What follows belongs to an exercise in optimizing a design on an open flow for small area and a short achievable clock period; a production flow would make more cautious choices.
At most, simulation tests tie the RTL to the original design; equivalence was not proved.
For runs 1 and 2, only the layout was checked, not whether the RTL still works.
Power is estimated from default activity; no workload was simulated.

--- config.mk ---
export PLATFORM = sky130hd
export DESIGN_NAME = yuv422_to_rgb
export DESIGN_NICKNAME = yuv422_to_rgb
export VERILOG_FILES = /design/flow/design.v
export SDC_FILE = /design/flow/constraint.sdc
export NUM_CORES = 4
export LEC_CHECK = 0
export CAP_MARGIN = 20
export CORE_MARGIN = 2
export CORE_UTILIZATION = 40
export SETUP_SLACK_MARGIN = 1.5
export SLEW_MARGIN = 20
--- constraint.sdc ---
create_clock -name core_clock -period 4.5 [get_ports {clk}]
set_input_delay 0.9000 -clock core_clock [delete_from_list [all_inputs] [get_ports {clk}]]
set_output_delay 0.9000 -clock core_clock [all_outputs]
set_load 0.01 [all_outputs]
--- design.v ---
module yuv422_to_rgb
(
    input       wire        clk     ,
    input       wire        cke     ,
    input       wire        yuv_hs  ,
    input       wire        yuv_vs  ,
    input       wire        yuv_de  ,
    input       wire [9 :0] yuv_y   ,
    input       wire [9 :0] yuv_c   ,
    output      wire        rgb_hs  ,
    output      wire        rgb_vs  ,
    output      wire        rgb_de  ,
    output      wire [23:0] rgb_dat
);
wire [7:0] y8 = yuv_y[9:2];
wire [7:0] c8 = yuv_c[9:2];
wire [7:0] y_cl = (y8[7:4] == 4'd0) ? 8'd16 : (y8 > 8'd235) ? 8'd235 : y8;
wire [7:0] c_cl = (c8[7:4] == 4'd0) ? 8'd16 : (c8[7:4] == 4'd15) ? 8'd239 : c8;
reg        cr;
reg  [7:0] s1_y, cbuf, s2_y, p_u, p_v;
reg [15:0] s3_t;      
reg [17:0] s3_p;      
reg [12:0] s3_m;      
reg [15:0] s3_b;      
reg  [7:0] s4_r, s4_g, s4_b, s5_r, s5_g, s5_b, s6_r, s6_g, s6_b;
reg  [2:0] sy1, sy2, sy3, sy4, sy5, sy6;
wire [15:0] tyh;
assign tyh[0] = 16'h0000 >> s2_y[7:4];
assign tyh[1] = 16'h0000 >> s2_y[7:4];
assign tyh[2] = 16'h0000 >> s2_y[7:4];
assign tyh[3] = 16'h0000 >> s2_y[7:4];
assign tyh[4] = 16'haaaa >> s2_y[7:4];
assign tyh[5] = 16'hcccc >> s2_y[7:4];
assign tyh[6] = 16'h5a5a >> s2_y[7:4];
assign tyh[7] = 16'h936c >> s2_y[7:4];
assign tyh[8] = 16'hb6da >> s2_y[7:4];
assign tyh[9] = 16'hdb6c >> s2_y[7:4];
assign tyh[10] = 16'h1c70 >> s2_y[7:4];
assign tyh[11] = 16'hb52a >> s2_y[7:4];
assign tyh[12] = 16'h264c >> s2_y[7:4];
assign tyh[13] = 16'h3870 >> s2_y[7:4];
assign tyh[14] = 16'h3f80 >> s2_y[7:4];
assign tyh[15] = 16'hc000 >> s2_y[7:4];
wire [11:0] tyl;
assign tyl[0] = 16'haaaa >> s2_y[3:0];
assign tyl[1] = 16'hcccc >> s2_y[3:0];
assign tyl[2] = 16'h5a5a >> s2_y[3:0];
assign tyl[3] = 16'h936c >> s2_y[3:0];
assign tyl[4] = 16'hb6da >> s2_y[3:0];
assign tyl[5] = 16'hdb6c >> s2_y[3:0];
assign tyl[6] = 16'h1c70 >> s2_y[3:0];
assign tyl[7] = 16'hb52a >> s2_y[3:0];
assign tyl[8] = 16'h264c >> s2_y[3:0];
assign tyl[9] = 16'h3870 >> s2_y[3:0];
assign tyl[10] = 16'h3f80 >> s2_y[3:0];
assign tyl[11] = 16'hc000 >> s2_y[3:0];
wire [17:0] tph;
assign tph[0] = 16'h0000 >> p_v[7:4];
assign tph[1] = 16'h0000 >> p_v[7:4];
assign tph[2] = 16'h0000 >> p_v[7:4];
assign tph[3] = 16'h0000 >> p_v[7:4];
assign tph[4] = 16'h2aaa >> p_v[7:4];
assign tph[5] = 16'h4ccc >> p_v[7:4];
assign tph[6] = 16'h0f0f >> p_v[7:4];
assign tph[7] = 16'h0ff0 >> p_v[7:4];
assign tph[8] = 16'h5aaa >> p_v[7:4];
assign tph[9] = 16'h3999 >> p_v[7:4];
assign tph[10] = 16'h52d2 >> p_v[7:4];
assign tph[11] = 16'h631c >> p_v[7:4];
assign tph[12] = 16'h294a >> p_v[7:4];
assign tph[13] = 16'h18c6 >> p_v[7:4];
assign tph[14] = 16'h2d6b >> p_v[7:4];
assign tph[15] = 16'h318c >> p_v[7:4];
assign tph[16] = 16'h41f0 >> p_v[7:4];
assign tph[17] = 16'h7e00 >> p_v[7:4];
wire [13:0] tpl;
assign tpl[0] = 16'haaaa >> p_v[3:0];
assign tpl[1] = 16'hcccc >> p_v[3:0];
assign tpl[2] = 16'hf0f0 >> p_v[3:0];
assign tpl[3] = 16'hff00 >> p_v[3:0];
assign tpl[4] = 16'haaaa >> p_v[3:0];
assign tpl[5] = 16'h6666 >> p_v[3:0];
assign tpl[6] = 16'hb4b4 >> p_v[3:0];
assign tpl[7] = 16'hc738 >> p_v[3:0];
assign tpl[8] = 16'had6a >> p_v[3:0];
assign tpl[9] = 16'h9ce6 >> p_v[3:0];
assign tpl[10] = 16'hd6b4 >> p_v[3:0];
assign tpl[11] = 16'he738 >> p_v[3:0];
assign tpl[12] = 16'h07c0 >> p_v[3:0];
assign tpl[13] = 16'hf800 >> p_v[3:0];
wire [8:0]  m_a = p_v + p_u;
wire [9:0]  m_b = {p_u, 1'b0} + p_u;
wire [18:0] sum_r = {1'b0, s3_t, 2'b00} + s3_p;
wire [19:0] sum_g = {1'b0, s3_t, 3'b000} - s3_p - {s3_m, 4'b0000} + 20'd417856;
wire [16:0] sum_b = s3_t + s3_b;
function [7:0] sat;
    input [9:0] z;
    sat = z[9] ? 8'd255 : (z[8] ? z[7:0] : 8'd0);
endfunction
always @(posedge clk) begin
    if (cke) begin
        cr   <= yuv_de & ~cr;
        s1_y <= y_cl;
        if (yuv_de & ~cr) cbuf <= c_cl;
        if (yuv_de &  cr) begin
            p_u <= cbuf;
            p_v <= c_cl;
        end
        s2_y <= s1_y;
        s3_t <= tyh + tyl;
        s3_p <= tph + tpl;
        s3_m <= m_a + {m_b, 3'b000};
        s3_b <= {p_u, 2'b00, p_u[7:2]} + {p_u, 1'b0} - 16'd2672;
        s4_r <= sat(sum_r[18:9]);
        s4_g <= sat(sum_g[19:10]);
        s4_b <= sat(sum_b[16:7]);
        s5_r <= s4_r; s5_g <= s4_g; s5_b <= s4_b;
        s6_r <= s5_r; s6_g <= s5_g; s6_b <= s5_b;
        sy1 <= {yuv_hs, yuv_vs, yuv_de};
        sy2 <= sy1; sy3 <= sy2; sy4 <= sy3; sy5 <= sy4; sy6 <= sy5;
    end
end
assign {rgb_hs, rgb_vs, rgb_de} = sy6;
assign rgb_dat = {s6_r, s6_g, s6_b};
endmodule
--- run.sh ---
#!/bin/bash
# synth_recipe.tcl (not shown) runs the flow's synth.tcl, then flattens the netlist and writes it again
# the make line also repeats each setting of config.mk as NAME=value (left out here)
make -C /OpenROAD-flow-scripts/flow DESIGN_CONFIG=/design/flow/config.mk WORK_HOME=/design/flow/orfs CLKGATE_MAP_FILE= SYNTH_SCRIPT=/design/flow/synth_recipe.tcl finish
==> impl_summary.txt, run 1 <==
----------------------------------------------------
[Logic synthesis]
  Average instance area after synthesis ... 11.8 µm²
  Number of nets in the synthesized netlist ... 1185
  Synth Register Bits ... 194
  Cell area after technology mapping ... about 12000 µm²
  Post-synth ARST share ... 0%
  Cell count after synthesis ... 992
  Predominant post-synthesis flop cell ... edfxtp_1
  Post-synthesis sequential area ratio ... 49.6%
  Number of warnings printed during yosys synthesis ... 1
  Number of synthesized flops with an enable pin ... 194
  Number of distinct library cells after synthesis ... a little under 60

[Timing]
  Post-route clock skew ... about 17 ps
  Setup violations, final ... 0
  Final cycle utilization of the critical path ... 74.9%
  Max-slew violation total from the final report ... 0
  Worst slew margin relative to its limit ... between 40% and 50%
  Worst path setup slack after routing ... approximately 1100 ps
  Count of final hold-check violations ... 0
  Setup Total Neg Slack ... 0 ps
  Achievable frequency ... 297 MHz
  Setup repair after global routing missed its margin ... true
  Minimum period implied by the final worst setup slack ... 3370 ps
  Transition at the pin with the smallest max-transition slack ... 802 ps

[Run]
  Number of max-capacitance violations reported ... 0

[Critical path]
  Crit path launch type ... flop
  Crit path buffers/inverters ... 3
  Flop2flop setup slack ... between 1000 and 1500 ps
  R2R Path End ... s4_g[7]$_SDFFCE_PP1P_
  Number of cells on the critical path ... 14
  Worst Reg-to-Reg Cells ... 14
  Worst stage delay on the critical path ... 550 ps
  Element type at the critical path end ... flop
  Cell family with most CP delay ... compound AO/OA/AOI/OAI gates
  Cell Chain, Critical Path ... inv_2 -> fa_1 -> inv_2 -> ha_4 -> ha_4 -> o21a_4 -> buf_6 -> o22ai_4 -> o21ai_2 -> a31oi_2 -> a31o_2 -> a21oi_4 -> a21boi_2 -> a211o_1
  Critical Path Fanout Max ... 3
  Crit-path slowest cell ... fa_1
  Worst R2R Start ... s3_t[1]$_DFFE_PP_
  Data required time at the worst endpoint ... around 4700 ps
  Critical path launch point ... s3_t[1]$_DFFE_PP_
  Arrival time at the worst endpoint ... around 3600 ps
  Critical path capture point ... s4_g[7]$_SDFFCE_PP1P_
  Type of the worst setup path ... flop to flop

[GRT]
  Met2 track demand over resource ... 26.3%
  Highest-utilization routing layer at the global route stage ... met2
  Total gr overflow ... 0
  Maximum number of pins on one net before global-route repair ... between 100 and 150
  Global-route wire length before repair ... 37300 µm
  Met3 GRT Util ... 2.64%
  Met1 layer usage reported by global route ... between 15 and 20%
  GRT Total Usage ... between 10% and 20%
  Antenna violations before repair ... 0
  Vias in the first global route ... 7513

[CTS]
  Clock tree from TritonCTS ... built
  Clock latency reported for the late side of the worst-skew pair ... 440 ps
  Number of buffers inserted during clock tree synthesis ... 17
  CTS max path bufs ... 2
  Count of hold-fix buffers inserted at cts ... 0
  Buffer type at the clock tree root ... clkbuf_16
  Post-CTS clock slew at the launch and capture registers of the worst setup and hold paths ... 80 ps
  H-tree level count ... 4
  CTS sink cnt ... 194

[Detailed routing]
  Number of DRC markers in iteration 0 ... 439
  DR vias/cell ... 5.05
  Number of vias in the routed layout ... ~7800
  DRC violation count after routing ... 0
  DRT Pass-1 Iters ... 5
  Total Routed Length ... 23900 µm
  Antenna-violating nets left ... 0
  Routed len/inst ... 15.4 µm

[Pwr]
  Sequential share of power ... 37.7%
  Post-layout total power ... 6.57 mW
  Fraction of power consumed by the clock network ... between 20% and 30%
  Power density relative to cell area ... 434 nW/µm²
  Static leakage ... slightly above 6 nW
  Internal power of the cells ... 4.39 mW
  Worst ir drop on vdd ... 273 µV
  Share of power burned in combinational logic ... ~40%
  Net Sw Power ... 2.18 mW
  Fraction of power spent switching nets ... 33.2%

[Die]
  Floorplan die area ... 30700 µm²
  Die span in x ... 175 µm
  Area of the core ... 28800 µm²
  I/O pin cnt ... 52
  Die span in y ... 175 µm
  Site row count ... just over 60
  Starting utilization of the core area ... 40.8%

[Placed design]
  # port buffers ... between 40 and 50
  Placed wire-length estimate ... 15000 µm
  RD Place Congestion ... 0.825
  Pre-CTS worst setup slack ... 863 ps

[Final layout]
  Count of antenna diodes in the layout ... 0
  Post-synthesis to final-layout area growth ... 28.9%
  Share of cells above drive strength 1 ... between 20% and 30%
  Fill cells ... 2385
  Number of nets in the finished design ... 1350

[Run status]
  Outcome ... finished clean

[Min path]
  Class of the worst hold path ... flop to flop

----------------------------------------------------
==> kinds of logic after synthesis <==
kind of cell | Yosys count | share of synthesized area, %
xor+xnor | 67 | 5.06
compound gates | 248 | 13.6
buf+inv | 130 | 4.15
fa+ha+maj | 168 | 19.4
mux | 11 | 1.28
simple gates | 174 | 6.88
flops | 194 | 49.6
==> area by class of cell <==
cell class,count,area (µm²),share of cell area (%)
timing repair buffer,166,1490,9.85
inverter,110,418,2.76
tap,384,480,3.17
clock buffer,17,425,2.81
clock inverter,15,169,1.12
multi-input combinational,668,6330,41.8
sequential,194,5830,38.5
==> worst min-delay path by stage <==
stage,startpoint,end,depth (start not counted),slack (ps)
final,sy5[1]$_DFFE_PP_,sy6[1]$_DFFE_PP_,0,420
after CTS,s5_r[2]$_DFFE_PP_,s6_r[2]$_DFFE_PP_,0,420
after global routing,sy3[1]$_DFFE_PP_,sy4[1]$_DFFE_PP_,0,420
after global placement,s5_r[1]$_DFFE_PP_,s6_r[1]$_DFFE_PP_,0,400
after floorplan,cbuf[0]$_DFFE_PP_,p_u[0]$_DFFE_PP_,0,400
after detailed placement,s1_y[3]$_SDFFCE_PP0P_,s2_y[3]$_DFFE_PP_,0,400
==> worst register-to-register path, stage by stage, from the launching register on <==
cell	delay [ps]
edfxtp_1	500
inv_2	70
fa_1	550
inv_2	50
ha_4	260
ha_4	190
o21a_4	210
buf_6	120
o22ai_4	140
o21ai_2	90
a31oi_2	250
a31o_2	230
a21oi_4	80
a21boi_2	160
a211o_1	240
==> power groups by stage <==
stage               Sequential (mW)  Clock (mW)  Combinational (mW)
floorplan                      2.49           0                1.55
detailed placement             2.54           0                1.98
global placement               2.53           0                1.95
finish                         2.48        1.52                2.58
global route                   2.51        1.62                2.85
CTS                            2.48        1.55                2.27
==> cells in the mapped netlist, types with 4 or more instances <==
master    number  area share, %
a311oi_1       4           0.30
or3_1          5           0.27
nand3_1        8           0.34
nor3_1        10           0.43
o21bai_1       9           0.58
o21ai_0       60            2.6
xnor2_1       44            3.3
xor2_1        22            1.6
inv_1        110            3.5
nand2b_1       6           0.32
clkbuf_1      20           0.64
nand2_1       50            1.6
fa_1          24            4.1
a21boi_0       5           0.32
nor2b_1       13           0.69
o31ai_1        7           0.45
ha_1         144             15
or2_2          5           0.27
o21a_1        14           0.89
edfxtp_1     194             50
a21o_1        23            1.5
a31oi_1        7           0.37
nor2_1        62            2.0
a21oi_1       76            3.2
mux2i_1        6           0.51
==> per-layer routing <==
layer,wire [µm],vias up
li1,-,3924
met1,10700,3744
met2,11800,131
met3,642,42
met4,772,0
met5,0,-
==> registers in the layout, summed over array words and instances (netlist names), 8 cells and up <==
| register | cells |
|---|---|
| s6_g | 8 |
| s3_p | 18 |
| p_u | 8 |
| s5_b | 8 |
| s6_r | 8 |
| s5_g | 8 |
| s6_b | 8 |
| p_v | 8 |
| s4_g | 8 |
| s4_r | 8 |
| s3_m | 13 |
| cbuf | 8 |
| s1_y | 8 |
| s2_y | 8 |
| s3_b | 16 |
| s5_r | 8 |
| s4_b | 8 |
| s3_t | 16 |
==> per-stage QoR <==
stage	instances	util, %	hold slack (ps)	area, µm²
detailed placement	1404	44.5	405	12800
global placement	1404	44.5	400	12800
CTS	1520	49.8	416	14300
floorplan	992	-	400	11900
finish	1554	52.6	416	15100
global route	1554	52.6	423	15100
==> what timing repair did <==
action / in CTS / in global routing
resized for setup: 69 / 142
pin swaps: 50 / 77
hold endpoints to repair: 0 / 0
endpoints found under the setup margin: 36 / 44
setup buffers: 84 / 34
==> placed cells by master (no fill, tap or decap), types with 4 or more instances in the layout <==
master	synthesis	layout
a31oi_1	7	4
clkdlybuf4s50_1	0	46
fa_1	24	19
a21oi_2	3	21
fa_2	0	5
o21ai_2	0	10
o21ai_1	2	23
o21ai_0	60	27
ha_2	0	8
xnor2_1	44	43
clkinv_8	0	5
or3_1	5	4
edfxtp_1	194	194
ha_4	0	23
nor2_1	62	53
nor2_2	0	7
xor2_1	22	21
a2111oi_4	1	4
clkbuf_16	0	17
inv_2	0	16
ha_1	144	113
a21oi_4	0	4
o21bai_1	9	8
nand2b_1	6	4
o21a_1	14	11
nand2_1	50	45
nand3_1	8	7
a21o_1	23	23
inv_1	110	92
nor3_1	10	6
nor3_2	0	4
a21boi_2	0	4
nand2_4	0	4
buf_4	0	90
buf_6	0	28
nor2b_1	13	10
mux2i_1	6	6
a21oi_1	76	54
==> inputs of run 2 (changes only) <==
--- a/design.v
+++ b/design.v
@@ -90,7 +90,5 @@
 assign tpl[13] = 16'hf800 >> p_v[3:0];
-wire [8:0]  m_a = p_v + p_u;
-wire [9:0]  m_b = {p_u, 1'b0} + p_u;
 wire [18:0] sum_r = {1'b0, s3_t, 2'b00} + s3_p;
 wire [19:0] sum_g = {1'b0, s3_t, 3'b000} - s3_p - {s3_m, 4'b0000} + 20'd417856;
-wire [16:0] sum_b = s3_t + s3_b;
+wire [16:0] sum_b = s3_t + s3_b - 17'd2672;
 function [7:0] sat;
@@ -111,4 +109,4 @@
         s3_p <= tph + tpl;
-        s3_m <= m_a + {m_b, 3'b000};
-        s3_b <= {p_u, 2'b00, p_u[7:2]} + {p_u, 1'b0} - 16'd2672;
+        s3_m <= p_v + {p_u, 4'b0000} + {p_u, 3'b000} + p_u;
+        s3_b <= {p_u, 2'b00, p_u[7:2]} + {p_u, 1'b0};
         s4_r <= sat(sum_r[18:9]);
==> run 2 against run 1 <==
Still clean. Clock-buffer cell count did not move. Fmax rose by 8.6%. Register-to-register slack improved by 270 ps. Die area rose by 1.1%. Power fell by 4.5%. Utilization fell by 3.7 points. Routed wire length fell by 7.2%. Worst hold slack improved by 0.65 ps. Final area fell by 4.9%. Critical path type unchanged. Critical endpoint is now s4_g[3]$_SDFFCE_PP1P_.
==> impl_summary.txt, run 2 <==
----------------------------------------------------
[Run status]
  Outcome ... finished clean

[Detailed routing]
  Number of vias in the routed layout ... 7525
  DRC violation count after routing ... 0
  Total Routed Length ... 22200 µm
  Routed len/inst ... 14.6 µm
  DR vias/cell ... 4.95
  DRT Pass-1 Iters ... 5
  Number of DRC markers in iteration 0 ... 428
  Antenna-violating nets left ... 0

[Critical path]
  Worst stage delay on the critical path ... 530 ps
  Number of cells on the critical path ... 12
  Element type at the critical path end ... flop
  Crit-path slowest cell ... fa_1
  Data required time at the worst endpoint ... 4680 ps
  Flop2flop setup slack ... 1400 ps
  Arrival time at the worst endpoint ... between 3000 and 4000 ps
  Worst Reg-to-Reg Cells ... 12
  Critical path launch point ... s3_t[2]$_DFFE_PP_
  Cell Chain, Critical Path ... inv_2 -> fa_1 -> inv_1 -> ha_1 -> ha_1 -> o21a_1 -> o2111ai_2 -> o21ai_2 -> a31o_4 -> a21o_4 -> a21oi_4 -> o31ai_1
  R2R Path End ... s4_g[3]$_SDFFCE_PP1P_
  Worst R2R Start ... s3_t[2]$_DFFE_PP_
  Crit path buffers/inverters ... 2
  Type of the worst setup path ... flop to flop
  Crit path launch type ... flop
  Most used cell, CP ... ha_1
  Critical Path Fanout Max ... 7
  Cell family with most CP delay ... compound AO/OA/AOI/OAI gates

[Final layout]
  Flip-flop count of the largest register after layout ... 18
  Post-synthesis to final-layout area growth ... 21.2%
  Registers with the most flip-flops ... s3_p: 18 flops, s3_b: 16 flops, s3_t: 16 flops
  Number of nets in the finished design ... 1321
  Share of cells above drive strength 1 ... 16.8%
  Biggest register ... s3_p
  Final standard cell utilization of the core ... 49.0%
  Count of antenna diodes in the layout ... 0
  Fill cells ... 2609
  Commonest cells after routing, fill and taps aside ... 194 x edfxtp_1, 130 x ha_1, 108 x inv_1, 68 x buf_4, 65 x nor2_1
  Leading cell type in the layout, fill and taps excluded ... edfxtp_1

[Timing]
  Post-route clock skew ... 10.4 ps
  Final cycle utilization of the critical path ... 69.0%
  Count of final hold-check violations ... 0
  Minimum period implied by the final worst setup slack ... between 3000 and 4000 ps
  Setup repair after global routing missed its margin ... true
  Transition at the pin with the smallest max-transition slack ... around 900 ps
  Max-slew violation total from the final report ... 0
  Worst path setup slack after routing ... 1400 ps
  Worst slew margin relative to its limit ... 40.3%
  Achievable frequency ... around 320 MHz
  Setup violations, final ... 0
  Setup Total Neg Slack ... 0 ps

[Logic synthesis]
  Dominant cell by count in the synthesized netlist ... edfxtp_1
  Predominant post-synthesis flop cell ... edfxtp_1
  Average instance area after synthesis ... 11.9 µm²
  Number of distinct library cells after synthesis ... 68
  Most area-hungry cell type in the Yosys netlist ... edfxtp_1
  Most used standard cells in the synthesized netlist ... 194 x edfxtp_1, 151 x ha_1, 120 x inv_1
  Cell count after synthesis ... 998
  Number of nets in the synthesized netlist ... 1201
  Number of synthesized flops with an enable pin ... 194
  Synth Register Bits ... around 190
  Area share of the leading cell type in the synthesized netlist ... 49.1%
  Cell area after technology mapping ... 11900 µm²
  Post-synthesis sequential area ratio ... between 40% and 50%
  Post-synth ARST share ... 0%
  Top cells by area, synth ... edfxtp_1 49%, ha_1 16%, fa_1 4.6%
  Number of warnings printed during yosys synthesis ... 1

[GRT]
  Vias in the first global route ... ~7000
  Maximum number of pins on one net before global-route repair ... 148
  Global-route wire length before repair ... 35400 µm
  GRT Total Usage ... between 10% and 20%
  Total gr overflow ... 0
  Antenna violations before repair ... 0

[Pwr]
  Static leakage ... 5.88 nW
  Power density relative to cell area ... 436 nW/µm²
  Worst ir drop on vdd ... between 200 and 250 µV

[CTS]
  Post-CTS clock slew at the launch and capture registers of the worst setup and hold paths ... about 80 ps
  CTS sink cnt ... 194
  H-tree level count ... 4
  Number of buffers inserted during clock tree synthesis ... 17
  Clock tree from TritonCTS ... built
  Clock latency reported for the late side of the worst-skew pair ... 440 ps
  Buffer type at the clock tree root ... clkbuf_16
  Count of hold-fix buffers inserted at cts ... 0
  CTS max path bufs ... 2

[Placed design]
  RD Place Congestion ... 0.860
  Pre-CTS worst setup slack ... 1010 ps
  Placed wire-length estimate ... 15500 µm
  # port buffers ... 47

[Die]
  I/O pin cnt ... 52
  Die span in x ... about 180 µm
  Site row count ... 63
  Starting utilization of the core area ... between 40 and 50%
  Floorplan die area ... between 30000 and 40000 µm²
  Area of the core ... slightly below 30000 µm²
  Die span in y ... ~180 µm

[Min path]
  Class of the worst hold path ... flop to flop
  Start point of the worst hold path ... sy5[0]$_DFFE_PP_
  Hold Crit Endpoint ... sy6[0]$_DFFE_PP_
  Hold Path Depth ... 0

[Run]
  Number of max-capacitance violations reported ... 0

----------------------------------------------------
## run 2: cell count changes after synthesis, moves of 4 or more
cell	before	now
o21ai_0	60	40
nand2_1	50	38
inv_1	110	120
o21ai_1	2	12
ha_1	144	151
nand2b_1	6	12
nor2_1	62	68
xnor2_1	44	39
a21boi_0	5	1
a21oi_1	76	72
and2_1	2	6
clkbuf_1	20	16
nor2b_1	13	17
nor3_1	10	6
## run 2: final cells by class
| cell class | instances | area, µm² | area share (%) |
|---|---|---|---|
| Clock buffer | 17 | 425 | 2.96 |
| Clock inverter | 15 | 149 | 1.03 |
| Inverter | 120 | 453 | 3.15 |
| Multi-Input combinational cell | 665 | 6010 | 41.7 |
| Sequential cell | 194 | 5830 | 40.5 |
| Tap cell | 390 | 488 | 3.39 |
| Timing Repair Buffer | 120 | 1050 | 7.28 |
## run 2: what timing repair did
item	CTS	global route
resized for setup	35	51
setup endpoints to repair	35	39
pin swaps	30	27
setup buffers	42	30
## run 2: kinds of logic (layout without fill, tap and decap cells)
group           after synthesis  in the layout  synth area share [%]
compound gates              230            230                  12.5
xor+xnor                     60             60                  4.55
fa+ha+maj                   178            178                  20.5
buf+inv                     139            272                  4.47
flops                       194            194                  49.1
mux                          13             13                  1.55
simple gates                184            184                  7.43
## run 2: where the power goes
group / switching, mW / total [mW] / internal, mW / leakage (nW)
logic: 1.21 / 2.29 / 1.08 / 3.73
registers: 0.113 / 2.49 / 2.38 / 1.88
clock network: 0.715 / 1.49 / 0.779 / 0.271
## run 2: how the worst max path moves through the flow
| stage | slack [ps] | endpoint |
|---|---|---|
| 4_1_cts | 1370 | s4_g[3]$_SDFFCE_PP1P_ |
| 2_1_floorplan | 1380 | s3_m[12]$_DFFE_PP_ |
| 5_1_grt | 1210 | s4_g[1]$_SDFFCE_PP1P_ |
| 3_5_place_dp | 1010 | s3_p[17]$_DFFE_PP_ |
| 3_3_place_gp | 1030 | s3_p[17]$_DFFE_PP_ |
| 6_report | 1400 | s4_g[3]$_SDFFCE_PP1P_ |
## run 2: routing by layer
layer  share of wire [%]  track usage (%)  routed length, µm
met2                  51             25.5              11200
met1                  46             18.4              10200
met5                   0                0                  0
met4                 1.4             3.96                303
met3                 2.1             2.78                471
## run 2: through the flow
stage | instances | power, mW | area [µm²] | hold slack (ps)
floorplan | 998 | 4.06 | 12000 | 400
global placement | 1417 | 4.50 | 12900 | 400
detailed placement | 1417 | 4.55 | 12900 | 405
CTS | 1491 | 6.23 | 14000 | 417
global route | 1521 | 6.71 | 14400 | 426
finish | 1521 | 6.27 | 14400 | 417
## run 2: worst register-to-register path, stage by stage (launching register included)
cell	delay (ps)
edfxtp_1	410
inv_2	50
fa_1	530
inv_1	40
ha_1	270
ha_1	280
o21a_1	120
o2111ai_2	170
o21ai_2	110
a31o_4	290
a21o_4	250
a21oi_4	220
o31ai_1	100
==> inputs of run 3 (changes only) <==
--- a/design.v
+++ b/design.v
@@ -20,7 +20,9 @@
 reg  [7:0] s1_y, cbuf, s2_y, p_u, p_v;
-reg [15:0] s3_t;      
-reg [17:0] s3_p;      
-reg [12:0] s3_m;      
-reg [15:0] s3_b;      
-reg  [7:0] s4_r, s4_g, s4_b, s5_r, s5_g, s5_b, s6_r, s6_g, s6_b;
+reg  [6:0] t_l;  reg t_c;  reg [8:0] t_h;
+reg  [9:0] p_l;  reg p_c;  reg [7:0] p_h;
+reg  [5:0] m_l;  reg [1:0] m_c;  reg [6:0] m_h;
+reg  [6:0] b_l;  reg b_c;  reg [8:0] b_h;
+reg  [9:0] r_h, g_h, b4_h;
+reg  [2:0] r_c;  reg [3:0] g_c;  reg [1:0] b4_c;
+reg  [7:0] s5_r, s5_g, s5_b, s6_r, s6_g, s6_b;
 reg  [2:0] sy1, sy2, sy3, sy4, sy5, sy6;
@@ -90,5 +92,16 @@
 assign tpl[13] = 16'hf800 >> p_v[3:0];
-wire [18:0] sum_r = {1'b0, s3_t, 2'b00} + s3_p;
-wire [19:0] sum_g = {1'b0, s3_t, 3'b000} - s3_p - {s3_m, 4'b0000} + 20'd417856;
-wire [16:0] sum_b = s3_t + s3_b - 17'd2672;
+wire [7:0]  t_lo = tyh[6:0] + tyl[6:0];
+wire [8:0]  t_hi = tyh[15:7] + tyl[11:7];
+wire [10:0] p_lo = tph[9:0] + tpl[9:0];
+wire [7:0]  p_hi = tph[17:10] + tpl[13:10];
+wire [7:0]  m_lo = p_v[5:0] + p_u[5:0] + {p_u[2:0], 3'b000} + {p_u[1:0], 4'b0000};
+wire [6:0]  m_hi = p_v[7:6] + p_u[7:6] + p_u[7:3] + p_u[7:2];
+wire [7:0]  b_lo = {1'b0, p_u[7:2]} + {p_u[5:0], 1'b0} + 7'd16;
+wire [8:0]  b_hi = {p_u, 1'b0} + p_u[7:6] - 9'd21;
+wire [11:0] r_lo = {t_l, 2'b00} + p_l + {p_c, t_c, 9'd0};
+wire [9:0]  r_hi = t_h + {p_h, 1'b0};
+wire [13:0] g_lo = {t_l, 3'b000} + {4'b0000, ~p_l} + {~m_l, 4'b0000} + {t_c, 10'd0} + {~p_c, 10'd0} + {~m_c, 10'd0} + 14'd81;
+wire [9:0]  g_hi = t_h + {2'b00, ~p_h} + {3'b000, ~m_h} + 10'd20;
+wire [8:0]  b4_lo = t_l + b_l + {b_c, 7'd0} + {t_c, 7'd0};
+wire [9:0]  b4_hi = t_h + b_h;
 function [7:0] sat;
@@ -107,10 +120,12 @@
         s2_y <= s1_y;
-        s3_t <= tyh + tyl;
-        s3_p <= tph + tpl;
-        s3_m <= p_v + {p_u, 4'b0000} + {p_u, 3'b000} + p_u;
-        s3_b <= {p_u, 2'b00, p_u[7:2]} + {p_u, 1'b0};
-        s4_r <= sat(sum_r[18:9]);
-        s4_g <= sat(sum_g[19:10]);
-        s4_b <= sat(sum_b[16:7]);
-        s5_r <= s4_r; s5_g <= s4_g; s5_b <= s4_b;
+        t_l <= t_lo[6:0];  t_c <= t_lo[7];   t_h <= t_hi;
+        p_l <= p_lo[9:0];  p_c <= p_lo[10];  p_h <= p_hi;
+        m_l <= m_lo[5:0];  m_c <= m_lo[7:6]; m_h <= m_hi;
+        b_l <= b_lo[6:0];  b_c <= b_lo[7];   b_h <= b_hi;
+        r_h  <= r_hi;   r_c  <= r_lo[11:9];
+        g_h  <= g_hi;   g_c  <= g_lo[13:10];
+        b4_h <= b4_hi;  b4_c <= b4_lo[8:7];
+        s5_r <= sat(r_h + r_c);
+        s5_g <= sat(g_h + g_c);
+        s5_b <= sat(b4_h + b4_c);
         s6_r <= s5_r; s6_g <= s5_g; s6_b <= s5_b;
--- a/config.mk
+++ b/config.mk
@@ -10,3 +10,3 @@
 export CORE_UTILIZATION = 40
-export SETUP_SLACK_MARGIN = 1.5
+export SETUP_SLACK_MARGIN = 2.0
 export SLEW_MARGIN = 20
==> run 3 against run 2 <==
Utilization is 2.3 points higher. Sequential share of layout area is 0.32 points higher. Power is 9.5% higher. Critical path depth is 2 lower. Highest routed layer unchanged. Fmax is 12% higher. Final area is 9.4% higher. Setup slack better by 320 ps.
==> impl_summary.txt, run 3 <==
----------------------------------------------------
[Run status]
  Outcome ... finished clean

[CTS]
  CTS sink cnt ... between 200 and 250
  H-tree level count ... 1
  Count of hold-fix buffers inserted at cts ... 0
  Post-CTS clock slew at the launch and capture registers of the worst setup and hold paths ... 70 ps
  Buffer type at the clock tree root ... clkbuf_16
  CTS max path bufs ... 3
  Number of buffers inserted during clock tree synthesis ... 25
  Clock latency reported for the late side of the worst-skew pair ... around 530 ps
  Clock tree from TritonCTS ... built

[Timing]
  Count of final hold-check violations ... 0
  Setup repair after global routing missed its margin ... true
  Setup Total Neg Slack ... 0 ps
  Transition at the pin with the smallest max-transition slack ... 1090 ps
  Final cycle utilization of the critical path ... about three fifths
  Post-route clock skew ... 24.4 ps
  Setup violations, final ... 0
  Worst slew margin relative to its limit ... 27.4%
  Max-slew violation total from the final report ... 0
  Minimum period implied by the final worst setup slack ... 2780 ps
  Achievable frequency ... 359 MHz

[Detailed routing]
  DR vias/cell ... 4.83
  Number of DRC markers in iteration 0 ... ~340
  DRC violation count after routing ... 0
  Number of vias in the routed layout ... 7667
  Total Routed Length ... around 24000 µm
  DRT Pass-1 Iters ... 4
  Antenna-violating nets left ... 0
  Routed len/inst ... 15.0 µm

[Min path]
  Start point of the worst hold path ... s5_b[5]$_SDFFCE_PP1P_
  Hold Path Depth ... 0
  Hold Crit Endpoint ... s6_b[5]$_DFFE_PP_
  Class of the worst hold path ... flop to flop

[Critical path]
  Cell Chain, Critical Path ... fa_2 -> inv_2 -> fa_1 -> ha_2 -> fa_2 -> a21o_1 -> a21oi_2 -> o21bai_1 -> a21oi_1 -> xnor2_1
  Most used cell, CP ... fa_2
  Worst Reg-to-Reg Cells ... 10
  Crit-path slowest cell ... edfxtp_1
  Flop2flop setup slack ... 1720 ps
  Crit path launch type ... flop
  R2R Path End ... g_h[8]$_DFFE_PP_
  Type of the worst setup path ... flop to flop
  Critical Path Fanout Max ... 2
  Element type at the critical path end ... flop
  Arrival time at the worst endpoint ... 3050 ps
  Worst R2R Start ... m_h[1]$_DFFE_PP_
  Worst stage delay on the critical path ... 410 ps
  Data required time at the worst endpoint ... 4770 ps

[Logic synthesis]
  Cell area after technology mapping ... 12600 µm²
  Predominant post-synthesis flop cell ... edfxtp_1
  Area share of the leading cell type in the synthesized netlist ... 51.2%
  Post-synthesis sequential area ratio ... 51.2%
  Most used standard cells in the synthesized netlist ... 214 x edfxtp_1, 161 x ha_1, 125 x inv_1
  Top cells by area, synth ... edfxtp_1 51%, ha_1 16%, fa_1 5.7%
  Synth Register Bits ... 214
  Number of nets in the synthesized netlist ... around 1200
  Number of synthesized flops with an enable pin ... 214
  Most area-hungry cell type in the Yosys netlist ... edfxtp_1
  Average instance area after synthesis ... 12.5 µm²
  Post-synth ARST share ... 0%
  Number of distinct library cells after synthesis ... 49
  Dominant cell by count in the synthesized netlist ... edfxtp_1
  Cell count after synthesis ... just over 1000
  Number of warnings printed during yosys synthesis ... 1

[Final layout]
  Share of cells above drive strength 1 ... 23.4%
  Number of nets in the finished design ... 1396
  Commonest cells after routing, fill and taps aside ... 214 x edfxtp_1, 129 x ha_1, 94 x inv_1, 93 x buf_4, 53 x nor2_1
  Fill cells ... 2705
  Post-synthesis to final-layout area growth ... 25.5%
  Count of antenna diodes in the layout ... 0
  Leading cell type in the layout, fill and taps excluded ... edfxtp_1

[Die]
  I/O pin cnt ... 52
  Area of the core ... 30700 µm²
  Die span in x ... 181 µm
  Floorplan die area ... 32800 µm²
  Site row count ... 64
  Die span in y ... 181 µm
  Starting utilization of the core area ... roughly two fifths

[GRT]
  Antenna violations before repair ... 0
  GRT Total Usage ... 14.6%
  Total gr overflow ... 0
  Maximum number of pins on one net before global-route repair ... about 190
  Global-route wire length before repair ... 38200 µm
  Vias in the first global route ... 7659

[Placed design]
  # port buffers ... 47
  Placed wire-length estimate ... 15500 µm
  RD Place Congestion ... 0.815

[Pwr]
  Static leakage ... 6.52 nW
  Power density relative to cell area ... 436 nW/µm²
  Post-layout total power ... 6.87 mW
  Worst ir drop on vdd ... 270 µV

[Run]
  Number of max-capacitance violations reported ... 0

----------------------------------------------------
## run 3: cell count changes after synthesis, sizes merged, moves of 7 or more
| cell | change |
|---|---|
| ha | +10 |
| xnor2 | +9 |
| xor2 | +13 |
| nor2 | -15 |
| a21oi | -7 |
| fa | +9 |
| edfxtp | +20 |
| o21a | -9 |
| nand2 | +12 |
## run 3: what timing repair did
action | in CTS | in global routing
setup buffers | 81 | 28
endpoints found under the setup margin | 31 | 31
gates resized for setup | 68 | 51
pin swaps | 48 | 64
## run 3: critical path, delay by kind of cell, from the launching register on
| family | cells | cell delay, ps |
|---|---|---|
| compound gates | 4 | 580 |
| buf+inv | 1 | 60 |
| flops | 1 | 410 |
| xor+xnor | 1 | 100 |
| fa+ha+maj | 4 | 1380 |
## run 3: cell families (layout without fill, tap and decap cells)
logic type	Yosys count	count (layout)	synth area share, %
flops	214	214	51.2
fa+ha+maj	197	197	21.8
compound gates	189	189	9.05
simple gates	170	170	6.42
buf+inv	142	327	4.37
xor+xnor	82	82	5.72
mux	13	13	1.47
## run 3: worst max path at each step
stage,depth (start not counted),slack [ps],end,startpoint
4_1_cts,10,1670,g_h[8]$_DFFE_PP_,p_h[1]$_DFFE_PP_
3_5_place_dp,10,1520,m_h[6]$_DFFE_PP_,p_u[3]$_DFFE_PP_
5_1_grt,10,1570,g_h[8]$_DFFE_PP_,m_h[1]$_DFFE_PP_
3_3_place_gp,10,1540,m_h[6]$_DFFE_PP_,p_u[3]$_DFFE_PP_
2_1_floorplan,11,1820,m_h[5]$_DFFE_PP_,p_u[3]$_DFFE_PP_
6_report,10,1720,g_h[8]$_DFFE_PP_,m_h[1]$_DFFE_PP_
## run 3: power by group
part	internal (mW)	total [mW]	switching (mW)	leakage [nW]
Clock	1.08	1.87	0.790	0.371
Sequential	2.67	2.85	0.179	2.08
Combinational	1.08	2.14	1.07	4.07
## run 3: metrics by stage
stage               utilization (%)  instances  hold WS, ps  setup slack [ps]  cell area (µm²)
floorplan                         -       1007          400              1820            12700
global placement               44.3       1434          400              1540            13600
CTS                            49.8       1560          416              1670            15300
finish                         51.2       1588          418              1720            15800
detailed placement             44.3       1434          405              1520            13600
global route                   51.2       1588          421              1570            15800
## run 3: cell type report
type | count | area (µm²) | area share (%)
flip-flops and latches | 214 | 6430 | 40.8
multi-input cells | 651 | 6210 | 39.5
repair buffers | 157 | 1370 | 8.71
clock buffers | 28 | 637 | 4.04
well taps | 396 | 495 | 3.15
inverters | 125 | 477 | 3.03
clock inverters | 17 | 129 | 0.818
## run 3: layer usage
| metal | share of wire [%] | vias up | GRT usage [%] |
|---|---|---|---|
| li1 | - | 3900 | - |
| met1 | 44 | 3632 | 18.0 |
| met2 | 51 | 95 | 26.6 |
| met3 | 2.6 | 40 | 1.73 |
| met4 | 2.5 | 0 | 4.29 |
| met5 | 0 | - | 0 |
==> inputs of run 4 (changes only) <==
==> flow/run.sh (new file) <==
#!/bin/bash
# Standard ORFS layout (the standard.sh) with two changes:
#  - ports are buffered with buf_2 instead of the default delay-cell choice
#  - CTS inserts no dummy load cells
set -o pipefail
cp standard.sh standard_sh.txt
export BUFFER_PORTS_ARGS="-buffer_cell sky130_fd_sc_hd__buf_2"
export CTS_ARGS="-sink_clustering_enable -repair_clock_nets -dont_use_dummy_load"
bash standard.sh > standard.log 2>&1
==> standard.sh (new file) <==
#!/bin/bash
# synth_recipe.tcl (not shown) runs the flow's synth.tcl, then flattens the netlist and writes it again
# the make line also repeats each setting of config.mk as NAME=value (left out here)
make -C /OpenROAD-flow-scripts/flow DESIGN_CONFIG=/design/flow/config.mk WORK_HOME=/design/flow/orfs CLKGATE_MAP_FILE= SYNTH_SCRIPT=/design/flow/synth_recipe.tcl "${@:-finish}"
removed: run.sh
==> run 4 against run 3 <==
Synthesized cell count did not move. Sequential power barely moved. Flip-flop and latch count unchanged. Final area down 1.5%. Clock-buffer cell count fell by 3. Clock skew up 6.3 ps. Critical path type unchanged. Highest routed layer unchanged.
==> impl_summary.txt, run 4 <==
----------------------------------------------------
[CTS]
  Post-CTS clock slew at the launch and capture registers of the worst setup and hold paths ... 50 ps
  Count of hold-fix buffers inserted at cts ... 0
  CTS max path bufs ... 3
  Clock latency reported for the late side of the worst-skew pair ... ~510 ps
  Clock tree from TritonCTS ... built
  CTS sink cnt ... 214
  Buffer type at the clock tree root ... clkbuf_16
  H-tree level count ... 1
  Number of buffers inserted during clock tree synthesis ... 25

[Timing]
  Setup violations, final ... 0
  Transition at the pin with the smallest max-transition slack ... 709 ps
  Worst slew margin relative to its limit ... 52.7%
  Setup Total Neg Slack ... 0 ps
  Final cycle utilization of the critical path ... 61.0%
  Count of final hold-check violations ... 0
  Post-route clock skew ... 30.7 ps
  Achievable frequency ... 364 MHz
  Max-slew violation total from the final report ... 0
  Setup repair after global routing missed its margin ... true
  Minimum period implied by the final worst setup slack ... 2750 ps

[Final layout]
  Register cell area after layout ... 6430 µm²
  Number of nets in the finished design ... 1395
  Area used by multi-input combinational logic ... 6360 µm²
  Fill cells ... 2704
  Commonest cells after routing, fill and taps aside ... 214 x edfxtp_1, 122 x ha_1, 96 x inv_1, 95 x buf_4, 51 x nor2_1
  Share of cells above drive strength 1 ... about 28%
  Leading cell type in the layout, fill and taps excluded ... edfxtp_1
  Count of antenna diodes in the layout ... 0
  Post-synthesis to final-layout area growth ... 23.5%

[Critical path]
  Cell family with most CP delay ... adder cells
  Crit-path slowest cell ... fa_1
  Critical Path Fanout Max ... 2
  Arrival time at the worst endpoint ... between 3000 and 4000 ps
  Crit path buffers/inverters ... 1
  Element type at the critical path end ... flop
  Cell Chain, Critical Path ... fa_2 -> inv_2 -> fa_1 -> ha_2 -> fa_2 -> a21o_1 -> a21oi_2 -> o21bai_1 -> a21oi_2 -> xnor2_1
  Data required time at the worst endpoint ... between 4000 and 5000 ps
  Type of the worst setup path ... flop to flop
  Worst stage delay on the critical path ... about 420 ps
  Crit path launch type ... flop

[GRT]
  Global-route wire length before repair ... 37500 µm
  Maximum number of pins on one net before global-route repair ... 129
  Total gr overflow ... 0
  Vias in the first global route ... 7477
  Antenna violations before repair ... 0
  GRT Total Usage ... 14.3%

[Logic synthesis]
  Number of synthesized flops with an enable pin ... 214
  Synth Register Bits ... 214
  Most used standard cells in the synthesized netlist ... 214 x edfxtp_1, 161 x ha_1, 125 x inv_1
  Post-synthesis sequential area ratio ... 51.2%
  Number of distinct library cells after synthesis ... 49
  Number of warnings printed during yosys synthesis ... 1
  Dominant cell by count in the synthesized netlist ... edfxtp_1
  Cell count after synthesis ... 1007
  Top cells by area, synth ... edfxtp_1 51%, ha_1 16%, fa_1 5.7%
  Average instance area after synthesis ... 12.5 µm²
  Predominant post-synthesis flop cell ... edfxtp_1
  Cell area after technology mapping ... about 13000 µm²
  Post-synth ARST share ... 0%
  Number of nets in the synthesized netlist ... 1229
  Most area-hungry cell type in the Yosys netlist ... edfxtp_1
  Area share of the leading cell type in the synthesized netlist ... 51.2%

[Detailed routing]
  Routed len/inst ... ~15 µm
  Antenna-violating nets left ... 0
  DR vias/cell ... 4.84
  DRT Pass-1 Iters ... 4
  Number of vias in the routed layout ... about 7600
  DRC violation count after routing ... 0
  Number of DRC markers in iteration 0 ... 315
  Total Routed Length ... 23500 µm

[Die]
  Die span in x ... around 180 µm
  Site row count ... 64
  Die span in y ... between 150 and 200 µm
  Area of the core ... 30700 µm²
  Floorplan die area ... 32800 µm²
  Starting utilization of the core area ... 40.8%
  I/O pin cnt ... between 50 and 60

[Run status]
  Outcome ... finished clean

[Placed design]
  Placed wire-length estimate ... 15300 µm
  RD Place Congestion ... 0.793
  # port buffers ... 47

[Pwr]
  Power density relative to cell area ... 436 nW/µm²
  Worst ir drop on vdd ... 299 µV
  Static leakage ... between 6 and 7 nW
  Post-layout total power ... between 6 and 7 mW

[Run]
  Number of max-capacitance violations reported ... 0

[Min path]
  Class of the worst hold path ... flop to flop

----------------------------------------------------
run 4: cell counts after synthesis:
Identical to the previous run, type by type.
run 4: cells by family (layout without fill, tap and decap cells):
kind of cell	after synthesis	after routing	synth area share [%]
adders and majority gates	197	197	21.8
AOI/OAI and AO/OA	189	189	9.05
and+or+nand+nor	170	170	6.42
buffers and inverters	142	306	4.37
xor gates and xnor gates	82	82	5.72
DFF	214	214	51.2
muxes	13	13	1.47
run 4: layer usage:
layer / part of all wire, % / track usage, % / up-vias
met1: 44 / 18.2 / 3543
met5: 0 / 0 / -
met4: 2.6 / 4.33 / 0
li1: - / - / 3876
met3: 4.2 / 1.87 / 43
met2: 49 / 25.2 / 117
run 4: power breakdown:
part | total [mW] | leakage [nW] | switching (mW) | internal (mW)
sequential | 2.85 | 2.08 | 0.173 | 2.67
clock | 1.66 | 0.308 | 0.690 | 0.965
combinational | 2.26 | 4.06 | 1.13 | 1.13
total | 6.76 | 6.45 | 1.99 | 4.77
run 4: area by class of cell:
type                            count  share of cell area (%)
Clock buffer                       25                    4.03
Inverter                          125                    3.03
Multi-Input combinational cell    651                    41.0
Sequential cell                   214                    41.4
Tap cell                          396                    3.20
Timing Repair Buffer              156                    7.30
run 4: path summary, 6_finish.rpt:
kind,start,cells after the start,slack [ps],to
hold / removal,s5_g[2]$_SDFFCE_PP1P_,0,410,s6_g[2]$_DFFE_PP_
hold reg to reg,s5_g[2]$_SDFFCE_PP1P_,0,410,s6_g[2]$_DFFE_PP_
setup reg to reg,m_h[1]$_DFFE_PP_,10,1750,g_h[8]$_DFFE_PP_
setup / recovery,m_h[1]$_DFFE_PP_,10,1750,g_h[8]$_DFFE_PP_
run 4: timing repair:
| action | 4_1_cts | 5_1_grt |
|---|---|---|
| buffers inserted | 82 | 26 |
| pin swaps | 44 | 39 |
| endpoints found under the setup margin | 31 | 29 |
| gates resized for setup | 71 | 58 |
run 4: per-stage QoR:
step	worst slack, ps	hold slack [ps]	cells	utilization, %	instance area [µm²]
finish	1750	414	1567	50.4	15500
global route	1630	422	1567	50.4	15500
CTS	1690	415	1541	48.8	15000
detailed placement	1500	405	1434	43.5	13400
global placement	1530	400	1434	43.5	13400
floorplan	1820	400	1007	-	12700
==> inputs of run 5 (changes only) <==
--- a/config.mk
+++ b/config.mk
@@ -10,3 +10,3 @@
 export CORE_UTILIZATION = 40
-export SETUP_SLACK_MARGIN = 2.0
+export SETUP_SLACK_MARGIN = 1.8
 export SLEW_MARGIN = 20
==> run 5 against run 4 <==
Clock skew is 11 ps lower. Still clean on timing, DRC and antenna. Critical path type unchanged. Sequential power hardly changed. Utilization is 2.1 points lower. Combinational power is 8% lower. Largest cell class unchanged. Via count is 1.2% lower. Final area is 4.2% lower. Power is 2.7% lower.
==> impl_summary.txt, run 5 <==
----------------------------------------------------
[CTS]
  Buffer type at the clock tree root ... clkbuf_16
  Clock tree from TritonCTS ... built
  CTS sink cnt ... 214
  Clock latency reported for the late side of the worst-skew pair ... 510 ps
  Number of buffers inserted during clock tree synthesis ... 25
  H-tree level count ... 1
  Count of hold-fix buffers inserted at cts ... 0
  Post-CTS clock slew at the launch and capture registers of the worst setup and hold paths ... approximately 60 ps
  CTS max path bufs ... 3

[Critical path]
  Element type at the critical path end ... flop
  Data required time at the worst endpoint ... 4760 ps
  R2R Path End ... g_h[8]$_DFFE_PP_
  Arrival time at the worst endpoint ... 3060 ps
  Type of the worst setup path ... flop to flop
  Worst R2R Start ... p_h[1]$_DFFE_PP_
  Critical Path Fanout Max ... 3
  Worst Reg-to-Reg Cells ... 10
  Flop2flop setup slack ... ~1700 ps
  Crit path launch type ... flop

[Final layout]
  Share of cells above drive strength 1 ... 21.4%
  Number of nets in the finished design ... between 1000 and 1500
  Commonest cells after routing, fill and taps aside ... 214 x edfxtp_1, 140 x ha_1, 102 x inv_1, 68 x buf_4, 54 x a21oi_1
  Fill cells ... about 2700
  Leading cell type in the layout, fill and taps excluded ... edfxtp_1
  Post-synthesis to final-layout area growth ... 18.4%
  Count of antenna diodes in the layout ... 0

[Placed design]
  RD Place Congestion ... slightly above 0.8
  Pre-CTS worst setup slack ... approximately 1500 ps
  Placed wire-length estimate ... 16100 µm
  # port buffers ... 47

[Die]
  Starting utilization of the core area ... 40.8%
  Die span in y ... 181 µm
  Floorplan die area ... 32800 µm²
  Site row count ... 64
  I/O pin cnt ... 52
  Die span in x ... 181 µm
  Area of the core ... 30700 µm²

[Min path]
  Hold Crit Endpoint ... sy3[1]$_DFFE_PP_
  Class of the worst hold path ... flop to flop
  Hold Path Depth ... 0
  Start point of the worst hold path ... sy2[1]$_DFFE_PP_

[Timing]
  Setup Total Neg Slack ... 0 ps
  Worst-case hold slack ... 410 ps
  Worst slew margin relative to its limit ... 52.9%
  Transition at the pin with the smallest max-transition slack ... 705 ps
  Setup repair after global routing missed its margin ... true
  Count of final hold-check violations ... 0
  Minimum period implied by the final worst setup slack ... 2800 ps
  Setup violations, final ... 0
  Final cycle utilization of the critical path ... slightly above 60%
  Max-slew violation total from the final report ... 0
  Worst path setup slack after routing ... 1700 ps
  Achievable frequency ... around 360 MHz
  Post-route clock skew ... 20.1 ps

[Logic synthesis]
  Area share of the leading cell type in the synthesized netlist ... 51.2%
  Average instance area after synthesis ... 12.5 µm²
  Cell count after synthesis ... 1007
  Most area-hungry cell type in the Yosys netlist ... edfxtp_1
  Number of synthesized flops with an enable pin ... 214
  Number of distinct library cells after synthesis ... 49
  Number of warnings printed during yosys synthesis ... 1
  Top cells by area, synth ... edfxtp_1 51%, ha_1 16%, fa_1 5.7%
  Synth Register Bits ... between 200 and 250
  Predominant post-synthesis flop cell ... edfxtp_1
  Cell area after technology mapping ... 12600 µm²
  Number of nets in the synthesized netlist ... between 1000 and 1500
  Post-synthesis sequential area ratio ... between 50% and 60%
  Post-synth ARST share ... 0%
  Most used standard cells in the synthesized netlist ... 214 x edfxtp_1, 161 x ha_1, 125 x inv_1
  Dominant cell by count in the synthesized netlist ... edfxtp_1

[Pwr]
  Static leakage ... 6.24 nW
  Power density relative to cell area ... 442 nW/µm²
  Worst ir drop on vdd ... 248 µV
  Post-layout total power ... ~6.6 mW

[Detailed routing]
  Total Routed Length ... 22600 µm
  Number of vias in the routed layout ... 7486
  Antenna-violating nets left ... 0
  Routed len/inst ... 14.8 µm
  DRC violation count after routing ... 0
  Number of DRC markers in iteration 0 ... 330
  DRT Pass-1 Iters ... 4
  DR vias/cell ... between 4 and 5

[Run status]
  Outcome ... finished clean

[GRT]
  GRT Total Usage ... between 10% and 20%
  Total gr overflow ... 0
  Antenna violations before repair ... 0
  Maximum number of pins on one net before global-route repair ... roughly 130
  Global-route wire length before repair ... 36200 µm
  Vias in the first global route ... 7342

[Run]
  Number of max-capacitance violations reported ... 0

----------------------------------------------------
[run 5: cell types whose count changed in the layout (fill, tap and decap cells not counted), sizes merged]
cell,before,now
buf,155,122
[run 5: report_power, final]
part | leakage (nW) | switching, mW | internal [mW] | total, mW
sequential | 2.08 | 0.176 | 2.67 | 2.85
combinational | 3.85 | 1.05 | 1.02 | 2.07
clock | 0.308 | 0.687 | 0.966 | 1.65
total | 6.24 | 1.91 | 4.66 | 6.57
[run 5: layout make-up]
class,count,area [µm²],area share (%)
sequential,214,6430,43.2
multi-input combinational,651,5980,40.2
timing repair buffer,123,862,5.80
clock buffer,25,626,4.21
tap,396,495,3.33
inverter,125,472,3.17
[run 5: metal layers]
layer | global-route usage, % | routed length [µm] | up-vias
li1 | - | - | 3817
met1 | 17.5 | 10300 | 3519
met2 | 23.5 | 10900 | 101
met3 | 1.89 | 682 | 49
met4 | 4.98 | 758 | 0
met5 | 0 | 0 | -
[run 5: worst max-delay path by stage]
stage                           from                to  slack [ps]  cells after the start
floorplan           t_h[1]$_DFFE_PP_  g_h[8]$_DFFE_PP_        1770                     11
global placement    p_v[4]$_DFFE_PP_  p_h[6]$_DFFE_PP_        1510                     12
detailed placement  p_v[4]$_DFFE_PP_  p_h[6]$_DFFE_PP_        1500                     12
CTS                 p_h[1]$_DFFE_PP_  g_h[8]$_DFFE_PP_        1700                     10
global route        p_h[1]$_DFFE_PP_  g_h[8]$_DFFE_PP_        1610                     10
finish              p_h[1]$_DFFE_PP_  g_h[8]$_DFFE_PP_        1700                     10
[run 5: repair_timing]
action / 4_1_cts / 5_1_grt
endpoints found under the setup margin: 24 / 23
pin swaps: 24 / 28
buffers inserted: 41 / 34
gates resized for setup: 29 / 59
[run 5: logic make-up (layout without fill, tap and decap cells)]
logic type / count (synthesis) / after routing / synth area share [%]
AND/OR/NAND/NOR: 170 / 170 / 6.42
adder cells (fa/ha/maj): 197 / 197 / 21.8
multiplexers: 13 / 13 / 1.47
flip-flops: 214 / 214 / 51.2
AO/OA/AOI/OAI: 189 / 189 / 9.05
buffers and inverters: 142 / 273 / 4.37
XOR/XNOR: 82 / 82 / 5.72
[run 5: stage by stage]
step	std cells	instance area, µm²	util (%)
2_1_floorplan	1007	12600	-
3_3_place_gp	1434	13300	43.1
3_5_place_dp	1434	13300	43.1
4_1_cts	1500	14300	46.6
5_1_grt	1534	14900	48.3
6_report	1534	14900	48.3
[run 5: critical path, cell delays in order (launching register included)]
cell and delay (ps):
edfxtp_1 450, fa_2 360, inv_2 60, fa_1 440, ha_2 210, fa_2 340
a21o_1 200, a21oi_2 140, o21bai_1 80, a21oi_1 180, xnor2_1 80
==> inputs of run 6 (changes only) <==
--- a/config.mk
+++ b/config.mk
@@ -10,3 +10,3 @@
 export CORE_UTILIZATION = 40
-export SETUP_SLACK_MARGIN = 1.8
+export SETUP_SLACK_MARGIN = 1.3
 export SLEW_MARGIN = 20
==> run 6 against run 5 <==
Still clean on timing, DRC and antenna. Synthesized cell count did not move. Worst hold slack better by 3.9 ps. Flip-flop and latch count did not move. Combinational power down 18%. Area after synthesis stayed put. Die area stayed put. Sequential share of layout area is 2.4 points higher. Largest power group unchanged.
==> impl_summary.txt, run 6 <==
----------------------------------------------------
[Run status]
  Outcome ... finished clean

[CTS]
  Post-CTS clock slew at the launch and capture registers of the worst setup and hold paths ... 50 ps
  CTS max path bufs ... 3
  H-tree level count ... 1
  Clock tree from TritonCTS ... built
  Buffer type at the clock tree root ... clkbuf_16
  CTS sink cnt ... 214
  Clock latency reported for the late side of the worst-skew pair ... 510 ps
  Number of buffers inserted during clock tree synthesis ... 25

[Timing]
  Minimum period implied by the final worst setup slack ... 3060 ps
  Setup repair after global routing missed its margin ... true
  Transition at the pin with the smallest max-transition slack ... 721 ps
  Post-route clock skew ... 18.9 ps
  Worst-case hold slack ... 414 ps
  Worst slew margin relative to its limit ... between 50% and 60%
  Count of final hold-check violations ... 0
  Achievable frequency ... 327 MHz
  Max-slew violation total from the final report ... 0
  Final cycle utilization of the critical path ... 68.0%
  Setup violations, final ... 0
  Setup Total Neg Slack ... 0 ps

[Logic synthesis]
  Top cells by area, synth ... edfxtp_1 51%, ha_1 16%, fa_1 5.7%
  Number of warnings printed during yosys synthesis ... 1
  Post-synthesis sequential area ratio ... 51.2%
  Cell area after technology mapping ... approximately 13000 µm²
  Area share of the leading cell type in the synthesized netlist ... 51.2%
  Number of nets in the synthesized netlist ... ~1200
  Number of distinct library cells after synthesis ... 49
  Average instance area after synthesis ... 12.5 µm²
  Most used standard cells in the synthesized netlist ... 214 x edfxtp_1, 161 x ha_1, 125 x inv_1
  Predominant post-synthesis flop cell ... edfxtp_1
  Number of synthesized flops with an enable pin ... 214
  Most area-hungry cell type in the Yosys netlist ... edfxtp_1
  Post-synth ARST share ... 0%
  Dominant cell by count in the synthesized netlist ... edfxtp_1
  Cell count after synthesis ... 1007
  Synth Register Bits ... 214

[Pwr]
  Static leakage ... 6.01 nW
  Power density relative to cell area ... 441 nW/µm²
  Worst ir drop on vdd ... 244 µV

[Critical path]
  Worst stage delay on the critical path ... 470 ps
  Type of the worst setup path ... flop to flop
  Most used cell, CP ... ha_1
  Data required time at the worst endpoint ... about 4800 ps
  Element type at the critical path end ... flop
  Crit path buffers/inverters ... 1
  Arrival time at the worst endpoint ... 3310 ps
  Crit path launch type ... flop
  Critical Path Fanout Max ... 6
  Crit-path slowest cell ... edfxtp_1
  Cell family with most CP delay ... compound AO/OA/AOI/OAI gates
  Cell Chain, Critical Path ... buf_4 -> ha_1 -> o311ai_0 -> o31ai_1 -> ha_1 -> fa_1 -> a21o_1 -> a21oi_1 -> nor2b_1 -> o21ai_1 -> o21ai_0

[GRT]
  Met1 layer usage reported by global route ... 17.5%
  Global-route wire length before repair ... 35200 µm
  Met2 track demand over resource ... between 20% and 30%
  Vias in the first global route ... 7017
  Antenna violations before repair ... 0
  GRT Total Usage ... between 10% and 20%
  Highest-utilization routing layer at the global route stage ... met2
  Total gr overflow ... 0
  Maximum number of pins on one net before global-route repair ... 87
  Met3 GRT Util ... 2.06%

[Placed design]
  # port buffers ... 47
  Placed insts ... between 1000 and 1500
  RD Place Congestion ... approximately 0.84
  Placed wire-length estimate ... ~16000 µm

[Final layout]
  Number of nets in the finished design ... 1316
  Post-synthesis to final-layout area growth ... 12.1%
  Share of cells above drive strength 1 ... 10.8%
  Count of antenna diodes in the layout ... 0
  Commonest cells after routing, fill and taps aside ... 214 x edfxtp_1, 161 x ha_1, 125 x inv_1, 65 x a21oi_1, 53 x nor2_1
  Leading cell type in the layout, fill and taps excluded ... edfxtp_1
  Post-Layout Cell Count ... 1488

[Detailed routing]
  Number of vias in the routed layout ... about 7200
  DR vias/cell ... 4.82
  Routed len/inst ... 14.4 µm
  DRC violation count after routing ... 0
  Number of DRC markers in iteration 0 ... about 270
  Total Routed Length ... 21400 µm
  Antenna-violating nets left ... 0
  DRT Pass-1 Iters ... 4

[Die]
  Die span in x ... 181 µm
  Floorplan die area ... ~33000 µm²
  Die span in y ... between 150 and 200 µm
  Area of the core ... about 30000 µm²
  Site row count ... 64
  Starting utilization of the core area ... 40.8%
  I/O pin cnt ... 52

[Min path]
  Class of the worst hold path ... flop to flop

[Run]
  Number of max-capacitance violations reported ... 0

----------------------------------------------------
[run 6: cell counts after synthesis]
No cell type changed its count.
[run 6: final cells by class]
cell class,instances,area (µm²)
fill,2839,16700
clock buffer,25,626
tap,396,495
multi-input combinational,651,5580
inverter,125,469
timing repair buffer,77,469
sequential,214,6430
[run 6: final timing paths]
kind,depth (start not counted),end,startpoint,slack (ps)
setup reg to reg,11,t_h[8]$_DFFE_PP_,s2_y[1]$_DFFE_PP_,1440
hold / removal,0,s2_y[3]$_DFFE_PP_,s1_y[3]$_SDFFCE_PP0P_,410
setup / recovery,11,t_h[8]$_DFFE_PP_,s2_y[1]$_DFFE_PP_,1440
hold reg to reg,0,s2_y[3]$_DFFE_PP_,s1_y[3]$_SDFFCE_PP0P_,410
[run 6: metal layers]
metal	part of all wire, %	wire (µm)
met1	46	9950
met2	48	10200
met3	3.3	700
met4	2.7	569
met5	0	0
[run 6: cells by family after synthesis]
group,Yosys count,share of synthesized area [%]
muxes,13,1.47
DFF,214,51.2
and+or+nand+nor,170,6.42
buffers and inverters,142,4.37
AOI/OAI and AO/OA,189,9.05
xor gates and xnor gates,82,5.72
adders and majority gates,197,21.8
[run 6: worst reg2reg max path, cell delays in order (launching register included)]
cell and delay [ps]:
edfxtp_1 470, buf_4 180, ha_1 210, o311ai_0 300, o31ai_1 170, ha_1 270, fa_1 420, a21o_1 200
a21oi_1 210, nor2b_1 70, o21ai_1 200, o21ai_0 130
[run 6: power by group]
part	switching (mW)	internal, mW
Clock	0.678	0.966
Combinational	0.914	0.780
Sequential	0.189	2.67
Total	1.78	4.42
[run 6: timing repair]
item,CTS,global route
buffers inserted,0,28
hold buffers,0,0
resized for setup,0,1
endpoints found under the setup margin,0,7
[run 6: stage by stage]
step | instance area (µm²) | setup WS (ps) | utilization [%] | total power, mW
after CTS | 13900 | 1400 | 45.1 | 6.28
after floorplan | 12600 | 1630 | - | 4.11
after detailed placement | 13200 | 1410 | 43.0 | 4.60
after global routing | 14100 | 1250 | 45.8 | 6.65
final | 14100 | 1440 | 45.8 | 6.20
after global placement | 13200 | 1430 | 43.0 | 4.56
==> inputs of run 7 (changes only) <==
--- a/config.mk
+++ b/config.mk
@@ -10,3 +10,3 @@
 export CORE_UTILIZATION = 40
-export SETUP_SLACK_MARGIN = 1.3
+export SETUP_SLACK_MARGIN = 1.6
 export SLEW_MARGIN = 20
==> run 7 against run 6 <==
Critical path depth is 1 lower. Die area did not move. Flip-flop and latch count stayed put. Register-to-register slack improved by 200 ps. Routed wire length rose by 2.1%. Non-clock buffer count is 23 higher. Via count up 1.9%. Critical path type unchanged.
==> impl_summary.txt, run 7 <==
----------------------------------------------------
[Run status]
  Outcome ... finished clean

[Timing]
  Setup Total Neg Slack ... 0 ps
  Worst slew margin relative to its limit ... 51.7%
  Setup violations, final ... 0
  Worst path setup slack after routing ... 1640 ps
  Setup repair after global routing missed its margin ... true
  Post-route clock skew ... 19.7 ps
  Achievable frequency ... 350 MHz
  Worst-case hold slack ... about 410 ps

[Min path]
  Start point of the worst hold path ... cbuf[3]$_DFFE_PP_
  Hold Path Depth ... 0
  Hold Crit Endpoint ... p_u[3]$_DFFE_PP_

[GRT]
  Antenna violations before repair ... 0
  Met2 track demand over resource ... 23.1%
  Met3 GRT Util ... 2.08%
  Vias in the first global route ... 7139
  GRT Total Usage ... 13.5%

[Critical path]
  Most used cell, CP ... fa_2
  Critical Path Fanout Max ... 2
  Arrival time at the worst endpoint ... 3120 ps
  Crit-path slowest cell ... fa_1
  Cell Chain, Critical Path ... fa_2 -> inv_2 -> fa_1 -> ha_4 -> fa_2 -> a21o_1 -> a21oi_2 -> o21bai_1 -> a21oi_1 -> xnor2_1
  Data required time at the worst endpoint ... 4760 ps
  Worst stage delay on the critical path ... 480 ps
  Type of the worst setup path ... flop to flop
  Worst Reg-to-Reg Cells ... 10
  Critical path launch point ... p_h[1]$_DFFE_PP_
  Crit path launch type ... flop

[Detailed routing]
  Total Routed Length ... 21900 µm
  DRC violation count after routing ... 0
  DR vias/cell ... 4.84
  Number of DRC markers in iteration 0 ... 265
  Number of vias in the routed layout ... 7314
  DRT Pass-1 Iters ... 4
  Routed len/inst ... 14.5 µm

[Logic synthesis]
  Predominant post-synthesis flop cell ... edfxtp_1
  Area share of the leading cell type in the synthesized netlist ... 51.2%
  Cell count after synthesis ... between 1000 and 1500
  Number of warnings printed during yosys synthesis ... 1
  Post-synthesis sequential area ratio ... between 50% and 60%
  Post-synth ARST share ... 0%
  Most area-hungry cell type in the Yosys netlist ... edfxtp_1
  Dominant cell by count in the synthesized netlist ... edfxtp_1
  Most used standard cells in the synthesized netlist ... 214 x edfxtp_1, 161 x ha_1, 125 x inv_1
  Synth Register Bits ... about 210
  Number of synthesized flops with an enable pin ... 214
  Top cells by area, synth ... edfxtp_1 51%, ha_1 16%, fa_1 5.7%
  Number of nets in the synthesized netlist ... between 1000 and 1500

[Final layout]
  Post-Layout Cell Count ... 1511
  Leading cell type in the layout, fill and taps excluded ... edfxtp_1
  Number of nets in the finished design ... 1339
  Count of antenna diodes in the layout ... 0
  Post-synthesis to final-layout area growth ... 14.6%
  Post-layout instance area ... 14400 µm²
  Final standard cell utilization of the core ... 46.8%
  Share of cells above drive strength 1 ... 16.2%

[Die]
  I/O pin cnt ... 52
  Floorplan die area ... roughly 33000 µm²
  Die span in y ... 181 µm
  Starting utilization of the core area ... 40.8%
  Area of the core ... 30700 µm²
  Site row count ... 64
  Die span in x ... about 180 µm

[CTS]
  CTS max path bufs ... 3
  Count of hold-fix buffers inserted at cts ... 0
  Clock tree from TritonCTS ... built

[Placed design]
  Pre-CTS worst setup slack ... 1410 ps
  Placed insts ... 1435
  Placed wire-length estimate ... 16400 µm

[Pwr]
  Power density relative to cell area ... roughly 440 nW/µm²
  Static leakage ... 6.10 nW

----------------------------------------------------
run 7: what timing repair did:
item                       4_1_cts  5_1_grt
pin swaps                        0       19
setup endpoints to repair       10       11
setup buffers                   20       31
gates resized for setup          4       40
run 7: routing by layer:
layer,share of wire [%],wire length [µm]
met5,0,0
met2,48,10500
met3,3.4,739
met1,46,10000
met4,2.9,624
run 7: where the power goes:
group          switching (mW)  internal (mW)
clock network           0.678          0.966
registers               0.184           2.67
logic                   0.976          0.893
run 7: worst max-delay path, delay by kind of cell, from the launching register on:
family / cells / cell delay, ps
compound gates: 4 / 590
flops: 1 / 430
xor+xnor: 1 / 80
buf+inv: 1 / 60
fa+ha+maj: 4 / 1460
run 7: worst max-delay path by stage:
| stage | endpoint | slack [ps] | depth (start not counted) |
|---|---|---|---|
| floorplan | g_h[8]$_DFFE_PP_ | 1630 | 11 |
| global placement | g_h[8]$_DFFE_PP_ | 1430 | 11 |
| detailed placement | t_h[8]$_DFFE_PP_ | 1410 | 11 |
| CTS | g_h[8]$_DFFE_PP_ | 1580 | 11 |
| global route | t_h[8]$_DFFE_PP_ | 1550 | 11 |
| finish | g_h[8]$_DFFE_PP_ | 1640 | 10 |
run 7: cell type report:
type / count / area [µm²]
Fill cell: 2800 / 16400
Sequential cell: 214 / 6430
Multi-Input combinational cell: 651 / 5730
Timing Repair Buffer: 100 / 646
Clock buffer: 25 / 626
Tap cell: 396 / 495
Inverter: 125 / 469
run 7: cell families after synthesis:
kind of cell             share of synthesized area (%)
AND/OR/NAND/NOR                                   6.42
adder cells (fa/ha/maj)                           21.8
flip-flops                                        51.2
multiplexers                                      1.47
XOR/XNOR                                          5.72
AO/OA/AOI/OAI                                     9.05
buffers and inverters                             4.37

==> re-timing with driven ports <==
The results above use ideal ports. As a check the final layouts listed here were re-extracted and re-timed, cells and wires unchanged.
Step 1 sets driving cells, clkbuf_16 on the clock port and buf_2 on the other inputs (assumed; they add their load-dependent delay and slew).
Step 2 also shifts input and output timing later by t, the mid clock arrival at the registers, as if the neighbouring blocks saw the same clock.
Three values: no drivers, after step 1, after step 2; two values: the first two.
| run | t (ns) | setup slack, ns |
|---|---|---|
| run 1 | 0.479 | 1.128 / 1.128 / 1.128 |
| run 2 | 0.488 | 1.396 / 1.396 / 1.396 |
| run 3 | 0.565 | 1.718 / 1.718 / 1.718 |
| run 4 | 0.548 | 1.754 / 1.754 / 1.754 |
| run 5 | 0.552 | 1.700 / 1.700 / 1.700 |
| run 6 | 0.552 | 1.440 / 1.440 / 1.440 |
| run 7 | 0.552 | 1.641 / 1.641 / 1.641 |
After both steps every run listed still meets setup and hold.
